What follows belongs to an exercise in optimizing a design on an open flow for small area, a short achievable clock period and few clock cycles per item; a production flow would make more cautious choices. In this exercise RTL edits were held to simulation tests only and were not proved equivalent to the original.

==> flow/design.v <==
`timescale 1 ns / 1 ps
module gen_dffr # (
	parameter DW = 32,
	parameter rstValue = {DW{1'b0}}
)
(
	input [DW-1:0] dnxt,
	output [DW-1:0] qout,
	input CLK,
	input RSTn
);
reg [DW-1:0] qout_r;
always @(posedge CLK or negedge RSTn) begin
	if ( ~RSTn )
		qout_r <= rstValue;
	else                  
		qout_r <= dnxt;
end
assign qout = qout_r;
endmodule
`timescale 1 ns / 1 ps
module gen_rsffr # (
	parameter DW = 1,
	parameter rstValue = {DW{1'b0}}
)
(
	input [DW-1:0] set_in,
	input [DW-1:0] rst_in,
	output [DW-1:0] qout,
	input CLK,
	input RSTn
);
reg [DW-1:0] qout_r;
generate
	for ( genvar i = 0; i < DW; i = i + 1 ) begin
		always @(posedge CLK or negedge RSTn) begin
			if ( ~RSTn ) begin
				qout_r[i] <= rstValue[i];
			end 
			else begin
				qout_r[i] <= qout_r[i];
				if ( set_in[i] ) begin
					qout_r[i] <= 1'b1;
				end
				if ( rst_in[i] ) begin
					qout_r[i] <= 1'b0;	
				end
			end
		end
	end
endgenerate
assign qout = qout_r;
endmodule
`timescale 1 ns / 1 ps
module mul #(
	parameter DW = 13+(5+$clog2(4))
)
(
	input mul_exeparam_valid,
	output mul_execute_ready,
	input [DW-1:0] mul_exeparam,
	output mul_writeback_valid,
	output [63:0] mul_res_qout,
	output [(5+$clog2(4))-1:0] mul_rd0_qout,
	input [63:0] src1,
	input [63:0] src2,
	input flush,
	input CLK,
	input RSTn
);
	function [6:0] bitlen64;
		input [63:0] v;
		integer j;
		begin
			bitlen64 = 7'd0;
			for (j = 0; j < 64; j = j + 1)
				if (v[j]) bitlen64 = j + 1;
		end
	endfunction
	function lowmask64;
		input [63:0] v;
		begin
			lowmask64 = ((v >> 1) & ~v) == 64'd0;
		end
	endfunction
	function [2:0] chunks;
		input [63:0] v;
		input s;
		begin
			if (s ? (&v[63:15] | ~|v[63:15]) : ~|v[63:16]) chunks = 3'd1;
			else if (s ? (&v[63:31] | ~|v[63:31]) : ~|v[63:32]) chunks = 3'd2;
			else if (s ? (&v[63:47] | ~|v[63:47]) : ~|v[63:48]) chunks = 3'd3;
			else chunks = 3'd4;
		end
	endfunction
	wire [12:0] in_op = mul_exeparam[19:7];
	wire in_mulw = in_op[4];
	wire in_ms_a = in_op[12] | in_op[11] | in_op[10] | in_op[4];
	wire in_ms_b = in_op[12] | in_op[11] | in_op[4];
	wire [63:0] in_ma = in_mulw ? {{32{src1[31]}}, src1[31:0]} : src1;
	wire [63:0] in_mb = in_mulw ? {{32{src2[31]}}, src2[31:0]} : src2;
	wire in_dword = in_op[3] | in_op[2] | in_op[1] | in_op[0];
	wire in_dsgn = in_op[8] | in_op[6] | in_op[3] | in_op[1];
	reg ready_q;
	reg c_valid;
	reg [63:0] c_a, c_b;
	reg [12:0] c_op;
	reg [6:0] c_tag;
	reg [2:0] na, nb;
	reg [6:0] la, lb;
	reg d_zero;
	always @(posedge CLK) begin
		if (ready_q) begin
			c_a <= src1;
			c_b <= src2;
			c_op <= in_op;
			c_tag <= mul_exeparam[6:0];
			na <= chunks(in_ma, in_ms_a);
			nb <= chunks(in_mb, in_ms_b);
			la <= abslen(src1, in_dword, in_dsgn);
			lb <= abslen(src2, in_dword, in_dsgn);
			d_zero <= in_dword ? (src2[31:0] == 32'd0) : (src2 == 64'd0);
		end
	end
	wire op_mul    = c_op[12];
	wire op_mulh   = c_op[11];
	wire op_mulhsu = c_op[10];
	wire op_mulhu  = c_op[9];
	wire op_div    = c_op[8];
	wire op_divu   = c_op[7];
	wire op_rem    = c_op[6];
	wire op_remu   = c_op[5];
	wire op_mulw   = c_op[4];
	wire op_divw   = c_op[3];
	wire op_divuw  = c_op[2];
	wire op_remw   = c_op[1];
	wire op_remuw  = c_op[0];
	wire c_is_mul = op_mul | op_mulh | op_mulhsu | op_mulhu | op_mulw;
	wire ms_a = op_mul | op_mulh | op_mulhsu | op_mulw;
	wire ms_b = op_mul | op_mulh | op_mulw;
	wire [63:0] ma = op_mulw ? {{32{c_a[31]}}, c_a[31:0]} : c_a;
	wire [63:0] mb = op_mulw ? {{32{c_b[31]}}, c_b[31:0]} : c_b;
	wire mswap = na < nb;
	wire [64:0] m_x = mswap ? {ms_b & mb[63], mb} : {ms_a & ma[63], ma};
	wire [63:0] m_y = mswap ? ma : mb;
	wire m_ys = mswap ? ms_a : ms_b;
	wire [2:0] m_n = mswap ? na : nb;
	wire d_word = op_divw | op_divuw | op_remw | op_remuw;
	wire d_sgn = op_div | op_rem | op_divw | op_remw;
	wire d_isrem = op_rem | op_remu | op_remw | op_remuw;
	wire [63:0] da = d_word ? {{32{d_sgn & c_a[31]}}, c_a[31:0]} : c_a;
	wire [63:0] db = d_word ? {{32{d_sgn & c_b[31]}}, c_b[31:0]} : c_b;
	wire d_nega = d_sgn & da[63];
	wire d_negb = d_sgn & db[63];
	wire [63:0] d_absa = d_nega ? -da : da;
	wire [63:0] d_absb = d_negb ? -db : db;
	function [6:0] abslen;
		input [63:0] v;
		input word, sgn;
		reg [6:0] l64p, l64n, l32p, l32n;
		begin
			l64p = bitlen64(v);
			l64n = bitlen64(~v) + {6'd0, lowmask64(~v)};
			l32p = bitlen64({32'd0, v[31:0]});
			l32n = bitlen64({32'd0, ~v[31:0]}) + {6'd0, lowmask64({32'd0, ~v[31:0]})};
			if (word) abslen = (sgn & v[31]) ? l32n : l32p;
			else abslen = (sgn & v[63]) ? l64n : l64p;
		end
	endfunction
	wire [7:0] d_t = {1'b0, la} - {1'b0, lb};
	wire [7:0] d_t4 = d_t + 8'd4;
	wire [4:0] d_n = (d_zero | d_t[7] | (d_t == 8'd0)) ? 5'd1 : d_t4[6:2];
	wire [63:0] r0 = d_absa;
	wire [63:0] r2 = d_n[0] ? {r0[3:0], r0[63:4]} : r0;
	wire [63:0] r3 = d_n[1] ? {r2[7:0], r2[63:8]} : r2;
	wire [63:0] r4 = d_n[2] ? {r3[15:0], r3[63:16]} : r3;
	wire [63:0] r5 = d_n[3] ? {r4[31:0], r4[63:32]} : r4;
	wire [63:0] d_mask = {64{1'b1}} >> {d_n, 2'b0};
	wire [63:0] d_r = r5 & d_mask;
	wire [63:0] d_q = r5 & ~d_mask;
	wire [65:0] d_abs3 = {2'b0, d_absb} + {1'b0, d_absb, 1'b0};
	reg mu_valid, mu_last;
	reg du_valid, du_last;
	reg gm_valid, gd_valid;
	reg [3:0] ord;         
	reg [2:0] ord_cnt;
	wire ret_m = (ord_cnt != 3'd0) & ~ord[0] & gm_valid;
	wire ret_d = (ord_cnt != 3'd0) & ord[0] & gd_valid;
	wire retire = ret_m | ret_d;
	wire mu_fin = mu_valid & mu_last;
	wire du_fin = du_valid & du_last;
	wire mu_done = mu_fin & (~gm_valid | ret_m);
	wire du_done = du_fin & (~gd_valid | ret_d);
	wire mu_free = ~mu_valid | mu_done;
	wire du_free = ~du_valid | du_done;
	wire c_disp = c_valid & (c_is_mul ? mu_free : du_free);
	wire mu_load = c_disp & c_is_mul;
	wire du_load = c_disp & ~c_is_mul;
	reg [2:0] mu_cnt;
	reg [2:0] mu_n;
	reg [65:0] mu_acc;     
	reg [63:0] mu_q;       
	reg [64:0] mu_x;       
	reg mu_ys, mu_mulw, mu_mulhi;
	reg [6:0] mu_tag;
	wire [16:0] m_d = {mu_last & mu_ys & mu_q[15], mu_q[15:0]};
	wire signed [81:0] m_prod = $signed(mu_x) * $signed(m_d);
	wire signed [81:0] m_acc = $signed(mu_acc);
	wire [81:0] m_next = m_prod + m_acc;
	wire [63:0] m_qnext = {m_next[15:0], mu_q[63:16]};
	reg [63:0] lo64;
	always @(*) begin
		case (mu_n)
			3'd1: lo64 = m_next[63:0];
			3'd2: lo64 = {m_next[47:0], mu_q[63:48]};
			3'd3: lo64 = {m_next[31:0], mu_q[63:32]};
			default: lo64 = {m_next[15:0], mu_q[63:16]};
		endcase
	end
	reg [63:0] hi64;
	always @(*) begin
		case (mu_n)
			3'd1: hi64 = {{46{m_next[81]}}, m_next[81:64]};
			3'd2: hi64 = {{30{m_next[81]}}, m_next[81:48]};
			3'd3: hi64 = {{14{m_next[81]}}, m_next[81:32]};
			default: hi64 = m_next[79:16];
		endcase
	end
	wire mu_step = mu_load | ~mu_fin;     
	wire [2:0] mu_cnt_next = mu_load ? m_n : (mu_valid & ~mu_last) ? mu_cnt - 3'd1 : mu_cnt;
	wire mu_valid_next = ~flush & (mu_load | (mu_valid & ~mu_done));
	wire mu_last_next = (mu_cnt_next == 3'd1);
	always @(posedge CLK) begin
		if (mu_load) begin
			mu_n <= m_n;
			mu_acc <= 66'd0;
			mu_q <= m_y;
			mu_x <= m_x;
			mu_ys <= m_ys;
			mu_tag <= c_tag;
			mu_mulw <= op_mulw;
			mu_mulhi <= op_mulh | op_mulhsu | op_mulhu;
		end else if (mu_step) begin
			mu_acc <= m_next[81:16];
			mu_q <= m_qnext;
		end
	end
	reg [4:0] du_cnt;
	reg [63:0] du_r, du_q, du_x;
	reg [65:0] du_x3;
	reg du_word, du_rem, du_neg, du_zero;
	reg [6:0] du_tag;
	function [65:0] rdx4;      
		input [63:0] r;
		input [1:0] nb;
		input [63:0] d;
		input [65:0] d3;
		reg [65:0] t;
		reg [66:0] e1, e2, e3;
		reg q1, q2, q3;
		begin
			t = {r, nb};
			e1 = {1'b0, t} - {3'b0, d};
			e2 = {1'b0, t} - {2'b0, d, 1'b0};
			e3 = {1'b0, t} - {1'b0, d3};
			q1 = ~e1[66]; q2 = ~e2[66]; q3 = ~e3[66];
			rdx4[63:0] = q3 ? e3[63:0] : q2 ? e2[63:0] : q1 ? e1[63:0] : t[63:0];
			rdx4[65:64] = {q2, q3 | (q1 & ~q2)};
		end
	endfunction
	wire [65:0] dv1 = rdx4(du_r, du_q[63:62], du_x, du_x3);
	wire [65:0] dv2 = rdx4(dv1[63:0], du_q[61:60], du_x, du_x3);
	wire [63:0] r_next = dv2[63:0];
	wire [63:0] q_next = {du_q[59:0], dv1[65:64], dv2[65:64]};
	wire du_step = du_load | ~du_fin;
	wire [4:0] du_cnt_next = du_load ? d_n : (du_valid & ~du_last) ? du_cnt - 5'd1 : du_cnt;
	wire du_valid_next = ~flush & (du_load | (du_valid & ~du_done));
	wire du_last_next = (du_cnt_next == 5'd1);
	always @(posedge CLK) begin
		if (du_load) begin
			du_r <= d_r;
			du_q <= d_q;
			du_x <= d_absb;
			du_x3 <= d_abs3;
			du_tag <= c_tag;
			du_word <= d_word;
			du_rem <= d_isrem;
			du_neg <= d_isrem ? d_nega : (d_nega ^ d_negb);
			du_zero <= d_zero;
		end else if (du_step) begin
			du_r <= r_next;
			du_q <= q_next;
		end
	end
	reg [63:0] gm_res, gd_res;
	reg [6:0] gm_tag, gd_tag;
	reg gm_mulw, gd_word, gd_rem, gd_neg, gd_zero;
	always @(posedge CLK) begin
		if (mu_done) begin
			gm_res <= mu_mulhi ? hi64 : lo64;
			gm_tag <= mu_tag;
			gm_mulw <= mu_mulw;
		end
		if (du_done) begin
			gd_res <= du_rem ? r_next : q_next;
			gd_tag <= du_tag;
			gd_word <= du_word;
			gd_rem <= du_rem;
			gd_neg <= du_neg;
			gd_zero <= du_zero;
		end
	end
	wire gm_valid_next = ~flush & (mu_done | (gm_valid & ~ret_m));
	wire gd_valid_next = ~flush & (du_done | (gd_valid & ~ret_d));
	wire [2:0] ord_keep = ord_cnt - {2'd0, retire};
	wire [3:0] ord_shift = retire ? {1'b0, ord[3:1]} : ord;
	reg [3:0] ord_next;
	always @(*) begin
		ord_next = ord_shift;
		if (c_disp) ord_next[ord_keep[1:0]] = ~c_is_mul;
	end
	wire [2:0] ord_cnt_next = flush ? 3'd0 : ord_keep + {2'd0, c_disp};
	wire issue = mul_exeparam_valid & ready_q;
	wire in_is_mul = in_op[12] | in_op[11] | in_op[10] | in_op[9] | in_op[4];
	wire c_valid_next = ~flush & (issue | (c_valid & ~c_disp));
	wire nxt_is_mul = issue ? in_is_mul : c_is_mul;
	wire ret_m_next = (ord_cnt_next != 3'd0) & ~ord_next[0] & gm_valid_next;
	wire ret_d_next = (ord_cnt_next != 3'd0) & ord_next[0] & gd_valid_next;
	wire mu_free_next = ~mu_valid_next | (mu_last_next & (~gm_valid_next | ret_m_next));
	wire du_free_next = ~du_valid_next | (du_last_next & (~gd_valid_next | ret_d_next));
	wire ready_next = ~c_valid_next | (nxt_is_mul ? mu_free_next : du_free_next);
	always @(posedge CLK or negedge RSTn) begin
		if (~RSTn) begin
			ready_q <= 1'b1;
			c_valid <= 1'b0;
			mu_valid <= 1'b0;
			mu_cnt <= 3'd0;
			mu_last <= 1'b0;
			du_valid <= 1'b0;
			du_cnt <= 5'd0;
			du_last <= 1'b0;
			gm_valid <= 1'b0;
			gd_valid <= 1'b0;
			ord <= 4'd0;
			ord_cnt <= 3'd0;
		end else begin
			ready_q <= ready_next;
			c_valid <= c_valid_next;
			mu_valid <= mu_valid_next;
			mu_cnt <= mu_cnt_next;
			mu_last <= mu_last_next;
			du_valid <= du_valid_next;
			du_cnt <= du_cnt_next;
			du_last <= du_last_next;
			gm_valid <= gm_valid_next;
			gd_valid <= gd_valid_next;
			ord <= ord_next;
			ord_cnt <= ord_cnt_next;
		end
	end
	wire [63:0] m_res = gm_mulw ? {{32{gm_res[31]}}, gm_res[31:0]} : gm_res;
	wire [63:0] d_sres = gd_neg ? -gd_res : gd_res;
	wire [63:0] d_res1 = (gd_zero & ~gd_rem) ? {64{1'b1}} : d_sres;
	wire [63:0] d_res = gd_word ? {{32{d_res1[31]}}, d_res1[31:0]} : d_res1;
	reg [63:0] out_res;
	reg [6:0] out_tag;
	reg out_valid;
	always @(posedge CLK) begin
		out_res <= ord[0] ? d_res : m_res;
		out_tag <= ord[0] ? gd_tag : gm_tag;
	end
	always @(posedge CLK or negedge RSTn) begin
		if (~RSTn) out_valid <= 1'b0;
		else out_valid <= retire & ~flush;
	end
	assign mul_execute_ready = ready_q;
	assign mul_writeback_valid = out_valid;
	assign mul_res_qout = out_res;
	assign mul_rd0_qout = out_tag;
endmodule
==> flow/flow/run.sh <==
#!/bin/bash
set -euo pipefail
bash standard.sh SETUP_SLACK_MARGIN=6 finish > standard.log 2>&1
==> flow/standard.sh <==
#!/bin/bash
# synth_recipe.tcl (not shown) runs the flow's synth.tcl, then flattens the netlist and writes it again
# the make line also repeats each setting of config.mk as NAME=value (left out here)
make -C /OpenROAD-flow-scripts/flow DESIGN_CONFIG=/design/flow/config.mk WORK_HOME=/design/flow/orfs CLKGATE_MAP_FILE= SYNTH_SCRIPT=/design/flow/synth_recipe.tcl "${@:-finish}"
==> flow/config.mk <==
export PLATFORM = sky130hd
export DESIGN_NAME = mul
export DESIGN_NICKNAME = mul
export VERILOG_FILES = /design/flow/design.v
export SDC_FILE = /design/flow/constraint.sdc
export NUM_CORES = 4
export LEC_CHECK = 0
export CAP_MARGIN = 10
export CORE_MARGIN = 2
export CORE_UTILIZATION = 50
export SETUP_SLACK_MARGIN = 5
export SLEW_MARGIN = 10
==> flow/constraint.sdc <==
create_clock -name core_clock -period 14.0 [get_ports {CLK}]
set_input_delay 2.8000 -clock core_clock [delete_from_list [all_inputs] [get_ports {CLK}]]
set_output_delay 2.8000 -clock core_clock [all_outputs]
set_load 0.01 [all_outputs]
==> out/metrics.yaml <==
status: "finished clean"
yosys.area_share.adder_pct: 26.2
die-area_sq_um: 234000
crit_path_max_fanout: 41
synth_seq_cells: 886
synth_mux_area_share_pct: 2.57
wl_per_cell_um: 30.8
tightest_slew_ns: 1.35
numCtsBuffers: 106
ys_seq_area_share_pct: 21.8
routed_wl_um: 525000
clkLatencyLatePin_ns: 0.80
final_area_sq_um: 135000
gp_congestion: 1.08
drtAntennaViolNets: 0
drive_gt1_share_pct: 12.1
gr-usage-all-layers_pct: 42.4
relSlewSlack_pct: 9.40
arrival_ns: 8.80
dr.pass1.iters: 9
required_ns: 14.52
grt_max_degree: 139
multi_input_area_sq_um: 86900
regArea_sq_um: 25100
rsz0062_at_grt: "yes"
clk_transition_reported_paths_ns: 0.07
die_w_um: 484
avgSynthCellArea_sq_um: 8.47
crit_type: "flip-flop to flip-flop"
end_kind: "flip-flop"
utilization_pct: 58.8
synth_simple_gate_area_share_pct: 17.4
max_stage_delay_ns: 0.52
gr-total-overflow: 0
synth_compound_area_share_pct: 19.9
drt-initial-drc-count: 15199
clock_path_buffers: 3
grt_pass1_vias: 106121
period_share_pct: 59.1
start_util_pct: 50.2
syn_area_sq_um: 115000
via_count: 111584
synth_top_family_by_area: "adder cells"
synthArstFlopShare_pct: 2.71
viasPerCell: 6.53
period_needed_ns: 8.28
num-fill-cells: 20120
antenna_found_initial: 49
root_buffer: "clkbuf_16"
min_path_type: "flip-flop to flip-flop"
yosysUniqueCellTypes: 114
placed_cell_area_sq_um: 120000
rows: 176
syn_to_final_growth_pct: 17.1
fin_tns_setup_ns: 0
hold_violations: 0
h-tree-depth: 3
final_nets: 15848
synth_nets: 15510
crit_path_start_kind: "flip-flop"
synth_edf_count: 725
cts_tree: "built"
cts.sinks: 886
drv_slew: 0
hpwl_um: 395000
die_h_um: 484
clock_skew_ns: 0.0494
drc: 0
finalSetupViolCount: 0
ioPinCount: 225
slowest_stage: "a221o_4"
fmax_mhz: 121
yosys_warnings: 1
biggestRegsByFlops: "du_x3 x66, mu_acc x66, mu_x x65"
maxCapViolations: 0
netlist_instances: 13597
port_buffers: 223
grt_pass1_wl_um: 730000
synthXorXnorAreaFrac_pct: 4.90
synth_flop_cell: "edfxtp_1"
core_sq_um: 229000
critical path, delay by kind of cell, from the launching register on:
kind                       cells  cell delay, ns
and+or+nand+nor                7            1.39
adders and majority gates      3            0.86
AOI/OAI and AO/OA             16            3.45
DFF                            1            0.50
buffers and inverters          9            1.74
path summary, 6_finish.rpt:
kind / start / to / slack [ns] / cells past startpoint
setup / recovery: du_x3[0] / du_r[18] / 5.72 / 35
hold / removal: du_tag[3] / gd_tag[3] / 0.41 / 0
setup reg to reg: du_x3[0] / du_r[18] / 5.72 / 35
hold reg to reg: du_tag[3] / gd_tag[3] / 0.41 / 0
max in group asynchronous: RSTn / ready_q / 11.30 / 2
min in group asynchronous: RSTn / ord[2] / 2.40 / 2
synth_stat cells (all sizes together) (189+ instances only):
master	n	share of area (%)
xor2	265	2.0
fa	1089	19
edfxtp	725	19
clkbuf	617	2.0
a21oi	991	4.3
and2	416	2.3
nand3	195	0.86
ha	672	7.3
xnor2	379	2.9
mux2i	241	2.1
nand2	1880	6.1
a21o	304	2.0
nor3	189	0.84
nor2	892	2.9
inv	1469	4.8
o21ai	673	2.9
routing by layer:
| metal | global-route usage (%) | wire length [um] | vias up |
|---|---|---|---|
| met1 | 53.9 | 194000 | 54916 |
| met3 | 9.02 | 57000 | 1678 |
| met4 | 29.6 | 49600 | 20 |
| li1 | - | - | 47863 |
| met2 | 64.3 | 225000 | 7107 |
| met5 | 0 | 148 | - |
cells in the final DEF, fill, tap and decap left out, types with 354 or more instances in the layout:
cell / count
a21oi_1: 929
and2_1: 409
buf_4: 503
edfxtp_1: 725
fa_1: 1077
ha_1: 574
inv_1: 1435
nand2_1: 1864
nor2_1: 869
o21ai_0: 564
xnor2_1: 354
repair_timing:
item | 4_1_cts | 5_1_grt
setup endpoints to repair | 259 | 215
gates resized for setup | 472 | 652
buffers inserted | 241 | 221
gates cloned | 15 | 29
pin swaps | 65 | 146
hold buffers | 0 | 0
logic make-up after synthesis:
logic type,count (synthesis)
AO/OA/AOI/OAI,3506
XOR/XNOR,644
adder cells (fa/ha/maj),1761
buffers and inverters,2179
flip-flops,886
multiplexers,288
AND/OR/NAND/NOR,4333
through the flow:
stage | hold slack [ns] | instances | setup WS (ns)
CTS | 0.416 | 16804 | 5.99
global placement | 0.400 | 16347 | 2.31
floorplan | 0.400 | 13597 | 6.61
detailed placement | 0.405 | 16347 | 2.32
global route | 0.426 | 17066 | 5.72
finish | 0.414 | 17082 | 5.72
area by class of cell:
class | instances | share of cell area (%)
Tap cell | 3026 | 2.81
Clock buffer | 136 | 2.15
Multi-Input combinational cell | 10539 | 64.4
Sequential cell | 886 | 18.6
Antenna cell | 28 | 0.0519
Clock inverter | 65 | 0.551
Timing Repair Buffer | 930 | 7.32
Inverter | 1472 | 4.11
Testbench counts, summed over its fixed seeds: cycles 5,288, items 2,560.

-- separate check: timing with driven ports --
How much do the figures lean on ideal ports? The routed layout below was timed once more, with nothing changed but the port constraints. Step 1 sets driving cells, clkbuf_16 on the clock port and buf_2 on the other inputs (assumed; they add their load-dependent delay and slew). Step 2 moves the port delays by t, midway between the first and last clock arrival at a register: inputs arrive t later, outputs are due t later. That takes back most of the time a late clock gives input paths. a / b / c = ideal ports / drivers / drivers and shift; a / b = the first two.
shift t [ns]: 0.881
setup slack, ns: 5.724 / 5.724 / 5.724
worst setup path at the end: register to register
pins driven straight from the clock port: 1
After both steps setup and hold are still met in this run. For this run, drivers alone change the setup slack by 0.000 ns; drivers and shift together by 0.000 ns.
